Source: an optimization exercise on an open RTL-to-GDS flow (aim: small area, a short achievable clock period and few clock cycles per item). Production flows keep margins and buffers that such runs may drop. In this exercise RTL edits were held to simulation tests only and were not proved equivalent to the original.

Setup of exp/ember:
==> flow/design.v (excerpt) <==
module miner (
		input wire clk,
		input wire rst,
		input wire [255:0] X,
		input wire [95:0] Y,
		input wire [31:0] nonce_start,
		output reg hash_valid,
		output reg [255:0] hash,
		output reg [31:0] hash_nonce
	);
Size in the first run: roughly 1700 flip-flops, roughly 680 I/O pins, roughly 88000 um^2 of cells after synthesis.
Settings: LEC_CHECK=0, ABC_AREA=1, CAP_MARGIN=20, CORE_MARGIN=2, CORE_UTILIZATION=35, PLACE_DENSITY=0.5, SETUP_SLACK_MARGIN=5, SLEW_MARGIN=20; clock period 11.0 ns.
standard.sh (not shown) runs the stock make flow with config.mk's settings and CLKGATE_MAP_FILE= SYNTH_SCRIPT=/design/flow/synth_recipe.tcl, a recipe that flattens the netlist after the stock synthesis.
==> flow/flow/run.sh <==
#!/bin/bash
# The standard layout (standard.sh: standard synthesis, floorplan, power
# grid, placement, CTS, routing), with two changes to how the layout is made:
#  - every input and output port still gets a buffer, but a plain
#    sky130_fd_sc_hd__buf_1 instead of the delay buffer the resizer picks;
#  - the clock tree is built from clkbuf_8 buffers without dummy loads.
# make's full output goes to flow_make.log in the work folder; ORFS writes each
# step's own log under orfs/logs.
set -euo pipefail
bash standard.sh \
  "BUFFER_PORTS_ARGS=-buffer_cell sky130_fd_sc_hd__buf_1" \
  "CTS_ARGS=-sink_clustering_enable -repair_clock_nets -buf_list sky130_fd_sc_hd__clkbuf_8 -dont_use_dummy_load" \
  finish > flow_make.log 2>&1
Testbench counts of exp/ember, summed over its fixed seeds: cycles 21,136, items 320.
Setup changes, exp/ember to exp/lagoon
==> flow/flow/run.sh <==
#!/bin/bash
set -euo pipefail
bash standard.sh \
  "BUFFER_PORTS_ARGS=-buffer_cell sky130_fd_sc_hd__buf_1" \
  "CTS_ARGS=-sink_clustering_enable -repair_clock_nets -buf_list sky130_fd_sc_hd__clkbuf_8 -dont_use_dummy_load" \
  "SETUP_SLACK_MARGIN=6.5" \
  finish > flow_make.log 2>&1
[summary]
Every stage of the flow completed for exp/lagoon, and the final layout passed the timing, DRC and antenna checks.
exp/lagoon: worst setup slack is 1.19 ns higher than what exp/ember reported.
Per the comparison of exp/lagoon with exp/ember, cell count closely matched the old numbers, global routing met3 resource utilization went down 0.43 points, number of clock buffers inserted by TritonCTS decreased by about 2.7% relative to the old numbers.
exp/lagoon: shortest period the worst path allows is 1.19 ns lower than what exp/ember reported.
Compared with exp/ember, exp/lagoon shows a lower fraction of the cycle the final worst path needs.
Area growth from synthesis to layout for exp/lagoon is higher than for exp/ember.
Looking at highest clock frequency the design can meet, exp/lagoon sits 0.046 GHz above exp/ember.
Number of cell instances on the worst register-to-register path ends up lower on exp/ember.
Looking at category of the critical setup timing path, the primary input to register result is from exp/lagoon; the register to register one comes from exp/ember.
Routed wire length on met2, exp/ember and exp/lagoon, lower one = exp/lagoon.
Modified inputs, exp/zinc compared to exp/lagoon
- setting CTS_BUF_LIST to sky130_fd_sc_hd__clkbuf_8 for the first time
- removing ABC_AREA (formerly 1)
==> flow/run.sh (new file) <==
#!/bin/bash
# synth_recipe.tcl (not shown) runs the flow's synth.tcl, then flattens the netlist and writes it again
# the make line also repeats each setting of config.mk as NAME=value (left out here)
make -C /OpenROAD-flow-scripts/flow DESIGN_CONFIG=/design/flow/config.mk WORK_HOME=/design/flow/orfs CLKGATE_MAP_FILE= SYNTH_SCRIPT=/design/flow/synth_recipe.tcl finish
removed: flow/flow/run.sh
removed: flow/standard.sh
Results
exp/zinc finished every step from synthesis to the final layout, and the layout passed the timing, DRC and antenna checks. Re tap cell count: exp/lagoon was higher than exp/zinc. Number of non-clock inverters in the layout (higher): exp/lagoon. Of exp/lagoon and exp/zinc, the lower fraction of the mapped netlist area in compound gates belongs to exp/zinc. Final wirelength for exp/zinc: about 23% down relative to exp/lagoon. Going from exp/lagoon to exp/zinc, area growth from synthesis to layout up 5.4 points; share of cells above drive strength 1 went up. The net count reported at finish reported for exp/zinc is smaller than that of exp/lagoon by 24%.

[afterwards: timing with drivers on the ports]
The flow's constraints put no driver on any port. The routed layouts listed below were extracted and timed again, unchanged, in two steps. Step 1, drivers: a clkbuf_16 drives clk and a buf_2 each remaining input, both assumed. Step 2, shift: input delay + t, output delay - t, t = (earliest + latest rising clock arrival at the registers) / 2. This alone moves slack from input paths to output paths. Three values: ideal ports, drivers, drivers and shift; two values: the first two.
run	t, ns	slack for setup (ns)	hold slack, ns	latest minus earliest clock arrival (ns)
exp/ember	1.149	5.276 / 5.276 / 4.779	0.268 / 0.268 / 0.268	0.111 / 0.112
exp/lagoon	1.138	6.467 / 6.504 / 5.395	0.283 / 0.283 / 0.283	0.122 / 0.122
exp/zinc	1.138	4.764 / 4.764 / 4.013	0.280 / 0.280 / 0.280	0.111 / 0.111
After both steps setup and hold are still met in every run listed. The setup slack of exp/lagoon, which loses most, moves by +0.037 ns with the drivers and by -1.072 ns with both steps.
